This design comes from an exercise in tuning for small area on the open sky130 flow, not from production work.
The RTL was checked by simulation tests, not by an equivalence proof against the original design.

## wip/cedar
==> module pulse_oximeter, before the edit <==
module pulse_oximeter (
    input             CLK,
    input             rst_n,
    input             Find_Setting,
    input      [7:0]  V_ADC,
    output reg [6:0]  DC_Comp,
    output reg [3:0]  PGA_Gain,
    output reg        LED_IR,
    output reg        LED_RED,
    output reg [19:0] Out_IR,
    output reg [19:0] Out_RED
);
    wire       clk = CLK;
    wire [7:0] Vppg = V_ADC;
    reg        clk_filter;
    wire       en = !clk_filter;
    localparam S0 = 4'b0110,
               S1 = 4'b0000, S9 = 4'b0001, S2 = 4'b0010, S3 = 4'b0011,
               S4 = 4'b0100, S8 = 4'b0101,
               S5 = 4'b1000, S11 = 4'b1001, S6 = 4'b1010, S7 = 4'b1011,
               S10 = 4'b1101;
    reg [3:0] State;
    reg [8:0] cnt;
    reg [6:0] Oth_DC;
    reg [3:0] Oth_Gain;
    wire ir_on = State[3];
    wire [2:0] step = State[2:0];
    wire run  = (step == 3'b101);
    wire half = ir_on;
    wire clip = ir_on ? ((Vppg < 8'd21) | (Vppg > 8'd250))
                      : ((Vppg < 8'd4)  | (Vppg > 8'd250));
    wire low  = Vppg < 8'd150;
    wire [8:0] cnt_next = {cnt[7:0], ~(cnt[8] ^ cnt[4])};
    wire c2   = cnt[1];                      
    wire c4   = cnt[3];                      
    wire c475 = (cnt == 9'b110100001);
    wire q0   = ~cnt[0];                     
    wire qodd = (cnt[0] & ~cnt[1]) | (cnt[2] & ~cnt[3]);    
    wire q023 = ~cnt[0] | (cnt[1] & ~cnt[3]);               
    wire clip_end = (step == 3'b011) & clip;    
    wire toggle   = run & c4;                   
    wire swap     = (clip_end & ir_on) | toggle;
    wire cap_red  = (clip_end & ir_on) | (toggle & ir_on);
    wire cap_ir   = toggle & ~ir_on;
    always @(*) begin
        LED_IR  = ir_on;
        LED_RED = ~ir_on & (step != 3'b110) & ((step != 3'b000) | cnt[0]);
    end
    always @(posedge clk) begin
        if (!rst_n) clk_filter <= 1'b0;
        else        clk_filter <= !clk_filter;
    end
    always @(posedge clk) begin
        if (clip_end | toggle) begin
            Oth_DC   <= DC_Comp;
            Oth_Gain <= PGA_Gain;
        end
    end
    always @(posedge clk) begin
        if (!rst_n) begin
            State    <= S0;
            cnt      <= 9'd0;
            DC_Comp  <= 7'd0;
            PGA_Gain <= 4'd0;
        end else begin
            if (swap) begin
                DC_Comp  <= Oth_DC;
                PGA_Gain <= Oth_Gain;
            end
            case (step)
            3'b110: begin
                if (Find_Setting) State <= S1;
            end
            3'b000: begin
                PGA_Gain <= 4'd0;
                if (c2) State <= {ir_on, 3'b001};
                else cnt <= cnt_next;
            end
            3'b001: begin
                DC_Comp <= DC_Comp + 7'd1;
                if (low) State <= {ir_on, 3'b010};
            end
            3'b010: begin
                PGA_Gain <= PGA_Gain + 4'd1;
                cnt      <= 9'd0;
                State    <= {ir_on, 3'b011};
            end
            3'b011: begin
                if (clip) begin
                    cnt   <= 9'd0;
                    State <= ir_on ? S8 : S4;
                end else if (c475) State <= {ir_on, 3'b010};
                else cnt <= cnt_next;
            end
            3'b100: begin
                DC_Comp <= 7'd0;
                State   <= S5;
            end
            default: begin  
                if (c4) begin
                    cnt   <= 9'd0;
                    State <= {~ir_on, 3'b101};
                end else cnt <= cnt_next;
            end
            endcase
        end
    end
    reg [7:0] P0, P1, P2, P3, P4;
    reg [7:0] Q0, Q1, Q2, Q3, Q4;
    reg [7:0] V5;
    wire cap   = cap_red | cap_ir;
    wire shift = cap | !run;
    always @(posedge clk) begin
        Q0 <= P0; Q1 <= P1; Q2 <= P2; Q3 <= P3; Q4 <= P4;
        if (shift) begin
            P0 <= cap ? Vppg : 8'd0;
            P1 <= Q0; P2 <= Q1; P3 <= Q2; P4 <= Q3;
            V5 <= Q4;
        end else begin
            P0 <= Q0; P1 <= Q1; P2 <= Q2; P3 <= Q3; P4 <= Q4;
        end
    end
    wire ch_red = run & ~(qodd ^ half);
    wire rev    = qodd;
    wire fwd_on = run & ~rev, rev_on = run & rev;
    wire [7:0] v0 = ({8{fwd_on}} & P0) | ({8{rev_on}} & P4);
    wire [7:0] v1 = ({8{fwd_on}} & P1) | ({8{rev_on}} & P3);
    wire [7:0] v2 = {8{run}} & P2;
    wire [7:0] v3 = ({8{fwd_on}} & P3) | ({8{rev_on}} & P1);
    wire [7:0] v4 = ({8{fwd_on}} & P4) | ({8{rev_on}} & P0);
    wire [7:0] v5 = {8{run}} & V5;
    wire sel1 = q0;      
    wire sel2 = q023;    
    wire [7:0] y0 = sel1 ? v1 : v0;
    wire [7:0] y1 = sel1 ? v2 : v1;
    wire [7:0] y2 = sel1 ? v3 : v2;
    wire [7:0] y3 = sel1 ? v4 : v3;
    wire [7:0] y4 = sel1 ? v5 : v4;
    wire [7:0] z0 = sel2 ? v1 : v0;
    wire [7:0] z1 = sel2 ? v2 : v1;
    wire [7:0] z2 = sel2 ? v3 : v2;
    wire [7:0] z3 = sel2 ? v4 : v3;
    wire [18:0] mac;
    FIR_MAC u_mac (
        .v0(v0), .v1(v1), .v2(v2), .v3(v3), .v4(v4),
        .y0(y0), .y1(y1), .y2(y2), .y3(y3), .y4(y4),
        .z0(z0), .z1(z1), .z2(z2), .z3(z3),
        .sum(mac)
    );
    reg [18:0] A;
    always @(posedge clk) A <= mac;
    always @(posedge clk) begin
        if (!rst_n) begin
            Out_IR  <= 0;
            Out_RED <= 0;
        end else if (en) begin
            Out_RED <= (ch_red | !run) ? mac : A;
            Out_IR  <= ch_red ? A : mac;
        end
    end
endmodule
export LEC_CHECK = 0
export CAP_MARGIN = 20
export CORE_MARGIN = 2
export CORE_UTILIZATION = 75
export PLACE_DENSITY = 0.8
export SLEW_MARGIN = 20
export SYNTH_HIERARCHICAL = 1
create_clock -name core_clock -period 15.0 [get_ports {CLK}]
standard.sh (not shown) runs the stock make flow with config.mk's settings and CLKGATE_MAP_FILE= SYNTH_SCRIPT=/design/flow/synth_recipe.tcl, a recipe that flattens the netlist after the stock synthesis.
==> flow/flow/run.sh <==
#!/bin/bash
# The standard layout (standard.sh), with two changes: the port buffers are
# made from the smallest buffer cell, and the clock tree is built without
# dummy loads.
set -e
export BUFFER_PORTS_ARGS="-buffer_cell sky130_fd_sc_hd__buf_1"
export CTS_ARGS='-sink_clustering_enable -repair_clock_nets -dont_use_dummy_load'
bash standard.sh > standard.log 2>&1
wip/cedar ran to completion and came out clean on the timing, design-rule and antenna checks.
For wip/zinc, these inputs were changed with respect to wip/cedar:
-- flow/design.v --
<<< wip/cedar, line 618
        end
    end
    reg [7:0] P0, P1, P2, P3, P4;
    reg [7:0] Q0, Q1, Q2, Q3, Q4;
    reg [7:0] V5;
    wire cap   = cap_red | cap_ir;
    wire shift = cap | !run;
    always @(posedge clk) begin
        Q0 <= P0; Q1 <= P1; Q2 <= P2; Q3 <= P3; Q4 <= P4;
        if (shift) begin
            P0 <= cap ? Vppg : 8'd0;
            P1 <= Q0; P2 <= Q1; P3 <= Q2; P4 <= Q3;
            V5 <= Q4;
        end else begin
            P0 <= Q0; P1 <= Q1; P2 <= Q2; P3 <= Q3; P4 <= Q4;
        end
    end
    wire ch_red = run & ~(qodd ^ half);
    wire rev    = qodd;
    wire fwd_on = run & ~rev, rev_on = run & rev;
    wire [7:0] v0 = ({8{fwd_on}} & P0) | ({8{rev_on}} & P4);
    wire [7:0] v1 = ({8{fwd_on}} & P1) | ({8{rev_on}} & P3);
    wire [7:0] v2 = {8{run}} & P2;
    wire [7:0] v3 = ({8{fwd_on}} & P3) | ({8{rev_on}} & P1);
    wire [7:0] v4 = ({8{fwd_on}} & P4) | ({8{rev_on}} & P0);
    wire [7:0] v5 = {8{run}} & V5;
    wire sel1 = q0;      
>>> wip/zinc, line 618
        end
    end
    reg [7:0] R0, R1, R2, R3, R4;
    reg [7:0] I0, I1, I2, I3, I4;
    reg [7:0] V5;
    wire shift_red = cap_red | !run;
    wire shift_ir  = cap_ir  | !run;
    always @(posedge clk) begin
        if (shift_red) begin
            R0 <= cap_red ? Vppg : 8'd0;
            R1 <= R0; R2 <= R1; R3 <= R2; R4 <= R3;
        end
    end
    always @(posedge clk) begin
        if (cap_ir)         V5 <= I4;
        else if (shift_red) V5 <= R4;
    end
    always @(posedge clk) begin
        if (shift_ir) begin
            I0 <= cap_ir ? Vppg : 8'd0;
            I1 <= I0; I2 <= I1; I3 <= I2; I4 <= I3;
        end
    end
    wire ch_red = run & ~(qodd ^ half);
    wire ch_ir  = run &  (qodd ^ half);
    wire rev    = qodd;
    wire red_rev = ch_red & rev, red_fwd = ch_red & ~rev;
    wire ir_rev = ch_ir & rev,  ir_fwd = ch_ir & ~rev;
    wire [7:0] v0 = ({8{red_fwd}} & R0) | ({8{red_rev}} & R4) | ({8{ir_fwd}} & I0) | ({8{ir_rev}} & I4);
    wire [7:0] v1 = ({8{red_fwd}} & R1) | ({8{red_rev}} & R3) | ({8{ir_fwd}} & I1) | ({8{ir_rev}} & I3);
    wire [7:0] v2 = ({8{ch_red}} & R2) | ({8{ch_ir}} & I2);
    wire [7:0] v3 = ({8{red_fwd}} & R3) | ({8{red_rev}} & R1) | ({8{ir_fwd}} & I3) | ({8{ir_rev}} & I1);
    wire [7:0] v4 = ({8{red_fwd}} & R4) | ({8{red_rev}} & R0) | ({8{ir_fwd}} & I4) | ({8{ir_rev}} & I0);
    wire [7:0] v5 = {8{run}} & V5;
    wire sel1 = q0;      
[summary]
When wip/zinc is set beside wip/cedar, its tap cell count turns out to be about 1.8% larger.
Fmax ends up lower on wip/cedar.
First-pass GRT wire length up 8.9% in wip/zinc wrt wip/cedar
Number of buffers added to fix hold violations after cts across wip/zinc and wip/cedar: no real change.
NOTE count of different cell masters after synthesis wip/cedar->wip/zinc increased by more than 10%
The routability-driven placement congestion ratio was comparable across wip/zinc and wip/cedar.
Run comparison: wip/zinc worst-path cell with the longest stage delay sky130_fd_sc_hd__dfxtp_1; wip/cedar worst-path cell with the longest stage delay sky130_fd_sc_hd__a21oi_1
Summary of wip/zinc over wip/cedar: global-route usage was more or less identical, setup clock skew after layout went up by 0.010 ns.
wip/zinc vs wip/cedar, sequential cell area went up by 21%.
Compared to wip/cedar, the routing of wip/zinc uses more wire.

-- afterwards: timing with drivers on the ports --
The flow's constraints put no driver on any port. The routed layouts listed below were extracted and timed again, unchanged, in two steps.
Step 1 assumes that a clkbuf_16 drives the clock port and a buf_2 every other input.
Step 2 adds t to the input delays and takes it off the output delays; t is the mean of the earliest and latest rising clock arrival at the registers after step 1. Input paths then give back, and output paths get back, about the clock's delay inside the block.
Slacks: ideal ports / drivers / drivers and shift; pairs: ideal ports / drivers.
run | t (ns) | setup slack, ns | slew at the worst register clock pin (ns) | worst data-port slew with drivers (ns)
wip/cedar | 0.467 | 2.726 / 2.726 / 2.726 | 0.08 / 0.08 | 0.03
wip/zinc | 0.477 | 2.846 / 2.846 / 2.846 | 0.09 / 0.09 | 0.03
After both steps every run listed still meets setup and hold.
